This design comes from an exercise in tuning for small area on the open sky130 flow, not from production work.
The RTL was checked by simulation tests, not by an equivalence proof against the original design.

## run A
// FIR_filter
module FIR_filter(data_in,data_out,reset,CLK,music);
input wire signed [15:0] data_in;
output wire signed [31:0] data_out;
input reset;
input music;
input CLK;
reg [15:0] r0;
reg [15:0] r1;
reg [15:0] r2;
reg [15:0] r3;
reg [15:0] r4;
reg [15:0] r5;
reg [15:0] r6;
reg [15:0] r7;
reg [15:0] r8;
reg [15:0] r9;
reg [15:0] r10;
reg [15:0] r11;
reg [15:0] r12;
reg [15:0] r13;
reg [15:0] r14;
reg [15:0] r15;
reg [15:0] r16;
reg [15:0] r17;
reg [15:0] r18;
always @(posedge CLK or negedge reset)
  if (!reset) begin
    r0 <= 16'd0;
    r1 <= 16'd0;
    r2 <= 16'd0;
    r3 <= 16'd0;
    r4 <= 16'd0;
    r5 <= 16'd0;
    r6 <= 16'd0;
    r7 <= 16'd0;
    r8 <= 16'd0;
    r9 <= 16'd0;
    r10 <= 16'd0;
    r11 <= 16'd0;
    r12 <= 16'd0;
    r13 <= 16'd0;
    r14 <= 16'd0;
    r15 <= 16'd0;
    r16 <= 16'd0;
    r17 <= 16'd0;
    r18 <= 16'd0;
  end else begin
    r0 <= data_in;
    r1 <= r0;
    r2 <= r1;
    r3 <= r2;
    r4 <= r3;
    r5 <= r4;
    r6 <= r5;
    r7 <= r6;
    r8 <= r7;
    r9 <= r8;
    r10 <= r9;
    r11 <= r10;
    r12 <= r11;
    r13 <= r12;
    r14 <= r13;
    r15 <= r14;
    r16 <= r15;
    r17 <= r16;
    r18 <= r17;
  end
wire s1 = r3[0] ^ r18[0];
wire c2 = r3[0] & r18[0];
wire s3 = r3[1] ^ r18[1] ^ c2;
wire c4 = (r3[1] & r18[1]) | (r3[1] & c2) | (r18[1] & c2);
wire s5 = r3[2] ^ r18[2] ^ c4;
wire c6 = (r3[2] & r18[2]) | (r3[2] & c4) | (r18[2] & c4);
wire s7 = r3[3] ^ r18[3] ^ c6;
wire c8 = (r3[3] & r18[3]) | (r3[3] & c6) | (r18[3] & c6);
wire s9 = r3[4] ^ r18[4] ^ c8;
wire c10 = (r3[4] & r18[4]) | (r3[4] & c8) | (r18[4] & c8);
wire s11 = r3[5] ^ r18[5] ^ c10;
wire c12 = (r3[5] & r18[5]) | (r3[5] & c10) | (r18[5] & c10);
wire s13 = r3[6] ^ r18[6] ^ c12;
wire c14 = (r3[6] & r18[6]) | (r3[6] & c12) | (r18[6] & c12);
wire s15 = r3[7] ^ r18[7];
wire c16 = r3[7] & r18[7];
wire s17 = r3[8] ^ r18[8] ^ c16;
  ...
Size in the first run: roughly 51 I/O pins, roughly 25000 um2 of cells after synthesis.
clock: 8.0 ns
lec_check: 0
cap_margin: 20
core_margin: 2
core_utilization: 40
cts_buf_list: sky130_fd_sc_hd__clkbuf_8
cts_cluster_diameter: 50
cts_cluster_size: 18
slew_margin: 20
standard.sh (not shown) runs the stock make flow with config.mk's settings and CLKGATE_MAP_FILE= SYNTH_SCRIPT=/design/flow/synth_recipe.tcl, a recipe that flattens the netlist after the stock synthesis.
==> flow/flow/run.sh <==
#!/bin/bash
# Standard ORFS synthesis, then a netlist pass that re-chooses the polarity
# of the full-adder cells (a full adder is self-dual) to drop the inverters
# Yosys' extract_fa leaves between adders, then the standard layout.
set -euo pipefail
W=$(pwd)
R=$W/orfs/results/$FLOW_PLATFORM/FIR_filter/base
bash standard.sh synth > $W/synth.log 2>&1
cp $R/1_2_yosys.v $W/1_2_yosys.std.v
python3 $W/flow/polar.py $W/1_2_yosys.std.v $W/1_2_yosys.pol.v > $W/polar.log 2>&1
cp $W/1_2_yosys.pol.v $R/1_2_yosys.v
rm -f $R/1_synth.odb $R/1_synth.sdc
bash standard.sh finish > $W/layout.log 2>&1
Other scripts of this flow, unchanged in this note and not shown: flow/flow/polar.py
Run A: no failed stages, no open violations at the end
Edits applied to the flow inputs when going from run A to run B:
- CORE_UTILIZATION changed from 40 to 65
--- outcome ---
Setup slack in run B vs run A: down 0.029 ns. Slew of the pin with the lowest slew margin: run B vs run A up 0.075 ns. Taking run A as 1.0, run B lands at 0.857 on cell count.
Changes in run C relative to run B:
- changing CORE_UTILIZATION from 65 to 40
diff --git a/flow/flow/run.sh b/flow/flow/run.sh
--- a/flow/flow/run.sh
+++ b/flow/flow/run.sh
@@ -11,3 +11,4 @@
 cp $W/1_2_yosys.pol.v $R/1_2_yosys.v
 rm -f $R/1_synth.odb $R/1_synth.sdc
+export BUFFER_PORTS_ARGS="-buffer_cell sky130_fd_sc_hd__buf_1"
 bash standard.sh finish > $W/layout.log 2>&1
==> comparison <==
Compared with run B, run C shows a lower fraction of met1 tracks used by global routing.
Final area: run C vs run B up about 0.7%
Edits applied to the flow inputs when going from run C to run D:
- CORE_UTILIZATION now 65, was 40
diff --git a/flow/flow/run.sh b/flow/flow/run.sh
--- a/flow/flow/run.sh
+++ b/flow/flow/run.sh
@@ -12,3 +12,4 @@
 rm -f $R/1_synth.odb $R/1_synth.sdc
 export BUFFER_PORTS_ARGS="-buffer_cell sky130_fd_sc_hd__buf_1"
+export CTS_ARGS="-sink_clustering_enable -repair_clock_nets -dont_use_dummy_load -buf_list sky130_fd_sc_hd__clkbuf_8 -sink_clustering_size 18 -sink_clustering_max_diameter 50"
 bash standard.sh finish > $W/layout.log 2>&1
Results
Ratio of final minimum period to clock period on run D is up relative to run C. Run D against run C: clock-buffer cell count now smaller, maximum number of pins on one net before global-route repair now larger, number of vias per cell now larger. The critical path arrival in run D was higher than what run C gave. Run C → run D: number of post-CTS setup repair buffers roughly the same; final cell utilization of the core +25 points.
> inputs changed (run D -> run E)
- an added GPL_TIMING_DRIVEN of 0
- a change of CORE_UTILIZATION from 65 to 40
diff --git a/flow/flow/run.sh b/flow/flow/run.sh
--- a/flow/flow/run.sh
+++ b/flow/flow/run.sh
@@ -12,4 +12,3 @@
 rm -f $R/1_synth.odb $R/1_synth.sdc
 export BUFFER_PORTS_ARGS="-buffer_cell sky130_fd_sc_hd__buf_1"
-export CTS_ARGS="-sink_clustering_enable -repair_clock_nets -dont_use_dummy_load -buf_list sky130_fd_sc_hd__clkbuf_8 -sink_clustering_size 18 -sink_clustering_max_diameter 50"
 bash standard.sh finish > $W/layout.log 2>&1
## What came out
Compared with run D, placement density in the core of run E is lower. In run E, the non-clock buffer share of cell area came out 0.78 points above the value in run D. Worst setup slack ends up higher on run E.
## Diff of input files: run F against run E
- GPL_TIMING_DRIVEN: 0 -> unset
- CTS_CLUSTER_DIAMETER: 50 -> unset
- CORE_UTILIZATION: 40 -> 65
- CTS_BUF_LIST: sky130_fd_sc_hd__clkbuf_8 -> unset
- CTS_CLUSTER_SIZE: 18 -> unset
- CAP_MARGIN: 20 -> 5
- SLEW_MARGIN: 20 -> 5
diff --git a/flow/flow/run.sh b/flow/flow/run.sh
--- a/flow/flow/run.sh
+++ b/flow/flow/run.sh
@@ -12,3 +12,4 @@
 rm -f $R/1_synth.odb $R/1_synth.sdc
 export BUFFER_PORTS_ARGS="-buffer_cell sky130_fd_sc_hd__buf_1"
+export CTS_ARGS="-sink_clustering_enable -repair_clock_nets -dont_use_dummy_load -buf_list sky130_fd_sc_hd__clkbuf_8 -sink_clustering_size 18 -sink_clustering_max_diameter 50"
 bash standard.sh finish > $W/layout.log 2>&1
==> comparison <==
- Run F finished every stage and its layout cleared the timing, DRC and antenna checks.
- Min worst-case headroom to the max-slew limit across run F and run E: run F
- On run F: non-clock buffer count is 17 lower than what run E gave.

---

== lane 1 ==
FIR_filter, a different RTL version from the one above (not shown whole).
Size: ~1400 cells after synthesis, ~51 I/O pins.
// FIR_filter
module FIR_filter(data_in,data_out,reset,CLK,music);
input wire signed [15:0] data_in;
output wire signed [31:0] data_out;
input reset;
input music;
input CLK;
reg [15:0] r0;
reg [15:0] r1;
reg [15:0] r2;
reg [15:0] r3;
reg [15:0] r4;
reg [15:0] r5;
reg [15:0] r6;
reg [15:0] r7;
reg [15:0] r8;
reg [15:0] r9;
reg [15:0] r10;
reg [15:0] r11;
reg [15:0] r12;
reg [15:0] r13;
reg [15:0] r14;
reg [15:0] r15;
reg [15:0] r16;
reg [15:0] r17;
reg [15:0] r18;
always @(posedge CLK or negedge reset)
  if (!reset) begin
    r0 <= 16'd0;
    r1 <= 16'd0;
    r2 <= 16'd0;
    r3 <= 16'd0;
    r4 <= 16'd0;
    r5 <= 16'd0;
    r6 <= 16'd0;
    r7 <= 16'd0;
    r8 <= 16'd0;
    r9 <= 16'd0;
    r10 <= 16'd0;
    r11 <= 16'd0;
    r12 <= 16'd0;
    r13 <= 16'd0;
    r14 <= 16'd0;
    r15 <= 16'd0;
    r16 <= 16'd0;
    r17 <= 16'd0;
    r18 <= 16'd0;
  end else begin
    r0 <= data_in;
    r1 <= r0;
    r2 <= r1;
    r3 <= r2;
    r4 <= r3;
    r5 <= r4;
    r6 <= r5;
    r7 <= r6;
    r8 <= r7;
    r9 <= r8;
    r10 <= r9;
    r11 <= r10;
    r12 <= r11;
    r13 <= r12;
    r14 <= r13;
    r15 <= r14;
    r16 <= r15;
    r17 <= r16;
    r18 <= r17;
  end
wire s1 = r3[0] ^ r18[0];
wire c2 = r3[0] & r18[0];
wire s3 = r3[1] ^ r18[1] ^ c2;
  ...
export LEC_CHECK = 0
export CAP_MARGIN = 20
export CORE_MARGIN = 2
export CORE_UTILIZATION = 40
export CTS_BUF_LIST = sky130_fd_sc_hd__clkbuf_4
export SLEW_MARGIN = 20
create_clock -name core_clock -period 8.0 [get_ports {CLK}]
==> flow/flow/run.sh <==
#!/bin/bash
# Standard ORFS synthesis, then a netlist pass that re-chooses the polarity
# of the full-adder cells (a full adder is self-dual) to drop the inverters
# Yosys' extract_fa leaves between adders, then the standard layout.
set -euo pipefail
W=$(pwd)
R=$W/orfs/results/$FLOW_PLATFORM/FIR_filter/base
bash standard.sh synth > $W/synth.log 2>&1
cp $R/1_2_yosys.v $W/1_2_yosys.std.v
python3 $W/flow/polar.py $W/1_2_yosys.std.v $W/1_2_yosys.pol.v > $W/polar.log 2>&1
cp $W/1_2_yosys.pol.v $R/1_2_yosys.v
rm -f $R/1_synth.odb $R/1_synth.sdc
bash standard.sh finish > $W/layout.log 2>&1
==> flow/flow/polar.py <==
#!/usr/bin/env python3
"""Re-choose the polarity of full-adder cells in a flat Yosys netlist.

A full adder is self-dual: FA(~a,~b,~c) = (~sum, ~cout).  Yosys' extract_fa
picks each adder's polarity locally, which leaves many inverters between
adders.  This script flips adders (inverting all three inputs and both
outputs) to minimise the number of inverters needed, then rewrites the
netlist with one shared inverter per signal that needs its complement.
The logic function of every net that is used by a non-adder cell, a
register or a port is unchanged.

usage: polar.py in.v out.v
"""
import re, sys, random, os

INV_TYPES = ('sky130_fd_sc_hd__inv_', 'sky130_fd_sc_hd__clkinv_')
FA_TYPE = 'sky130_fd_sc_hd__fa_'
OUT_PINS = {'X', 'Y', 'Q', 'Q_N', 'SUM', 'COUT', 'HI', 'LO'}

src = open(sys.argv[1]).read()
cell_re = re.compile(r'^(\s*)(sky130_fd_sc_hd__\w+)\s+(\\\S+\s|\S+)\s*\((.*?)\);\n', re.S | re.M)
pin_re = re.compile(r'\.(\w+)\(\s*(\\\S+\s|[^()\s]+)\s*\)')


def norm(n):
    return n.strip()


cells = []   # dict(type,name,pins{pin:net}, span)
for m in cell_re.finditer(src):
    pins = {p: norm(n) for p, n in pin_re.findall(m.group(4))}
    cells.append(dict(type=m.group(2), name=m.group(3).strip(), pins=pins, span=m.span(), indent=m.group(1)))

# ports
ports = set()
mod = re.search(r'module\s+\w+\s*\((.*?)\);', src, re.S)
decl = {}
for kind, rng, names in re.findall(r'^\s*(input|output)\s*(\[[^\]]*\])?\s*([^;]+);', src, re.M):
    for nm in names.split(','):
        nm = nm.strip()
        if rng:
            hi, lo = [int(x) for x in rng[1:-1].split(':')]
            for i in range(min(hi, lo), max(hi, lo) + 1):
                ports.add('%s[%d]' % (nm, i))
        ports.add(nm)

driver = {}
for c in cells:
    for p, n in c['pins'].items():
        if p in OUT_PINS:
            driver[n] = c

is_inv = lambda c: c['type'].startswith(INV_TYPES)
is_fa = lambda c: c['type'].startswith(FA_TYPE)


def root(n):
    par = 0
    seen = 0
    while n in driver and is_inv(driver[n]) and n not in ports:
        n = driver[n]['pins']['A']
        par ^= 1
        seen += 1
        if seen > 50: raise Exception('loop')
    return n, par


# inverters whose output is a port stay as they are (treated as ordinary cells)
removable = [c for c in cells if is_inv(c) and c['pins']['Y'] not in ports]
keep_cells = [c for c in cells if not (is_inv(c) and c['pins']['Y'] not in ports)]

fas = [c for c in keep_cells if is_fa(c)]
fa_idx = {id(c): i for i, c in enumerate(fas)}
# fixed FAs: drive a port directly
fixed = set()
for i, c in enumerate(fas):
    if c['pins']['SUM'] in ports or c['pins']['COUT'] in ports:
        fixed.add(i)

# consumers: (root, parity_needed_relative_to_root_value, fa_index or None, cell, pin)
uses = {}   # root -> list of (fa or -1, parity)
consumers = []
for c in keep_cells:
    for p, n in c['pins'].items():
        if p in OUT_PINS: continue
        if p == 'CLK' or p == 'RESET_B' or p == 'SET_B':
            r, par = root(n)
            consumers.append((c, p, r, par, -1))
            uses.setdefault(r, []).append((-1, par))
            continue
        r, par = root(n)
        f = fa_idx.get(id(c), -1)
        consumers.append((c, p, r, par, f))
        uses.setdefault(r, []).append((f, par))

drv_fa = {}
for i, c in enumerate(fas):
    drv_fa[c['pins']['SUM']] = i
    drv_fa[c['pins']['COUT']] = i

flip = [0] * len(fas)


def root_cost(r):
    d = drv_fa.get(r, -1)
    av = flip[d] if d >= 0 else 0
    for f, par in uses.get(r, []):
        need = par ^ (flip[f] if f >= 0 else 0)
        if need != av:
            return 1
    return 0


fa_roots = []
for i, c in enumerate(fas):
    rs = set()
    rs.add(c['pins']['SUM']); rs.add(c['pins']['COUT'])
    for p in ('A', 'B', 'CIN'):
        rs.add(root(c['pins'][p])[0])
    fa_roots.append(rs)


def total():
    return sum(root_cost(r) for r in uses)


before_inv = len(removable)
best = total()
import math
rng = random.Random(12345)
cur = best
best_flip = flip[:]
free = [i for i in range(len(fas)) if i not in fixed]
NIT = int(os.environ.get('POLAR_ITERS', '400000'))
T0 = 1.0
for it in range(NIT):
    T = T0 * (1 - it / NIT) + 0.01
    i = free[rng.randrange(len(free))]
    rs = fa_roots[i]
    c0 = sum(root_cost(r) for r in rs)
    flip[i] ^= 1
    c1 = sum(root_cost(r) for r in rs)
    d = c1 - c0
    if d <= 0 or rng.random() < math.exp(-d / T):
        cur += d
        if cur < best:
            best = cur
            best_flip = flip[:]
    else:
        flip[i] ^= 1
flip[:] = best_flip
# final greedy polish
improved = True
while improved:
    improved = False
    for i in free:
        rs = fa_roots[i]
        c0 = sum(root_cost(r) for r in rs)
        flip[i] ^= 1
        c1 = sum(root_cost(r) for r in rs)
        if c1 < c0: improved = True
        else: flip[i] ^= 1
after = total()

# rewrite
inv_net = {}
new_cells = []
ninv = 0


def inv_of(r):
    global ninv
    if r not in inv_net:
        ninv += 1
        nm = 'pol_n%d' % ninv
        inv_net[r] = nm
        new_cells.append('  sky130_fd_sc_hd__inv_1 pol_i%d (\n    .A(%s),\n    .Y(%s)\n  );\n' % (ninv, esc(r), nm))
    return inv_net[r]


def esc(n):
    return n + ' ' if n.startswith('\\') else n


newpins = {}
for (c, p, r, par, f) in consumers:
    d = drv_fa.get(r, -1)
    av = flip[d] if d >= 0 else 0
    need = par ^ (flip[f] if f >= 0 else 0)
    newpins[(id(c), p)] = r if need == av else inv_of(r)

out = []
pos = 0
for c in cells:
    s, e = c['span']
    out.append(src[pos:s])
    pos = e
    if is_inv(c) and c['pins']['Y'] not in ports:
        continue
    pins = []
    for p, n in c['pins'].items():
        if (id(c), p) in newpins:
            n = newpins[(id(c), p)]
        pins.append('    .%s(%s)' % (p, esc(n)))
    out.append('%s%s %s (\n%s\n  );\n' % (c['indent'], c['type'], esc(c['name']), ',\n'.join(pins)))
tail = src[pos:]
i = tail.rfind('endmodule')
decls = ''.join('  wire %s;\n' % nm for nm in inv_net.values())
out.append(tail[:i] + decls + ''.join(new_cells) + tail[i:])
open(sys.argv[2], 'w').write(''.join(out))
print('fa %d fixed %d; inverters %d -> %d (model %d -> %d)' % (len(fas), len(fixed), before_inv, ninv, best, after))
Lane 1: full flow OK, the timing, DRC and antenna checks passed
### lane 1 -> lane 2
- changing CTS_BUF_LIST from sky130_fd_sc_hd__clkbuf_4 to sky130_fd_sc_hd__clkbuf_8
## What came out
Lane 1 → lane 2: first-pass GRT wire length down 0.74%.
[compare] base=lane 1 new=lane 2: global-route track usage on met1 higher, final area roughly the same.
diff inputs: lane 2 => lane 3
- removing CTS_BUF_LIST (formerly sky130_fd_sc_hd__clkbuf_8)
diff --git a/flow/flow/polar.py b/flow/flow/polar.py
--- a/flow/flow/polar.py
+++ b/flow/flow/polar.py
@@ -13,3 +13,3 @@
 """
-import re, sys, random, os
+import re, sys, random
 
@@ -128,30 +128,11 @@
 best = total()
-import math
-rng = random.Random(12345)
-cur = best
-best_flip = flip[:]
-free = [i for i in range(len(fas)) if i not in fixed]
-NIT = int(os.environ.get('POLAR_ITERS', '400000'))
-T0 = 1.0
-for it in range(NIT):
-    T = T0 * (1 - it / NIT) + 0.01
-    i = free[rng.randrange(len(free))]
-    rs = fa_roots[i]
-    c0 = sum(root_cost(r) for r in rs)
-    flip[i] ^= 1
-    c1 = sum(root_cost(r) for r in rs)
-    d = c1 - c0
-    if d <= 0 or rng.random() < math.exp(-d / T):
-        cur += d
-        if cur < best:
-            best = cur
-            best_flip = flip[:]
-    else:
-        flip[i] ^= 1
-flip[:] = best_flip
-# final greedy polish
 improved = True
-while improved:
+it = 0
+while improved and it < 100:
     improved = False
-    for i in free:
+    it += 1
+    order = list(range(len(fas)))
+    random.Random(it).shuffle(order)
+    for i in order:
+        if i in fixed: continue
         rs = fa_roots[i]
@@ -160,4 +141,8 @@
         c1 = sum(root_cost(r) for r in rs)
-        if c1 < c0: improved = True
-        else: flip[i] ^= 1
+        if c1 < c0:
+            improved = True
+        elif c1 == c0 and random.Random(i * 7 + it).random() < 0.3:
+            pass
+        else:
+            flip[i] ^= 1
 after = total()
Findings:
Re number of hold buffers added after CTS: no difference whatsoever between lane 3 and lane 2. Looking at lane 3 and lane 2, the final core area utilization is a wash. Lane 2 ended up with fewer cell instances than lane 3 did. Diff lane 2 -> lane 3: upper clock frequency limit down about 0.5%, final critical-path share of the clock period up 0.48 points, total standard cell area after synthesis up 1.5%.

-- re-timing with driven ports --
Ports are ideal in the flow. The routed layouts listed here were re-timed in OpenROAD.
Step 1 sets driving cells, clkbuf_16 on the clock port and buf_2 on the other inputs (assumed; they add their load-dependent delay and slew).
Step 2 also shifts input and output timing later by t, the mid clock arrival at the registers, as if the neighbouring blocks saw the same clock.
Three values: ideal, step 1, step 2; two values: the first two.
run | t, ns | slack for setup (ns) | worst setup path at the end | worst data-port slew with drivers (ns)
run A | 0.664 | 0.283 / 0.283 / 0.283 | register to register | 0.05
run B | 0.665 | 0.254 / 0.254 / 0.254 | register to register | 0.05
run C | 0.658 | 0.391 / 0.391 / 0.391 | register to register | 0.04
run D | 0.688 | 0.149 / 0.149 / 0.149 | register to register | 0.04
run E | 0.681 | 0.290 / 0.290 / 0.290 | register to register | 0.04
run F | 0.688 | 0.149 / 0.149 / 0.149 | register to register | 0.04
lane 1 | 0.879 | 0.283 / 0.283 / 0.283 | register to register | 0.05
lane 2 | 0.706 | 0.271 / 0.271 / 0.271 | register to register | 0.05
lane 3 | 0.621 | 0.232 / 0.232 / 0.232 | register to register | 0.05
After both steps every run listed still meets setup and hold.
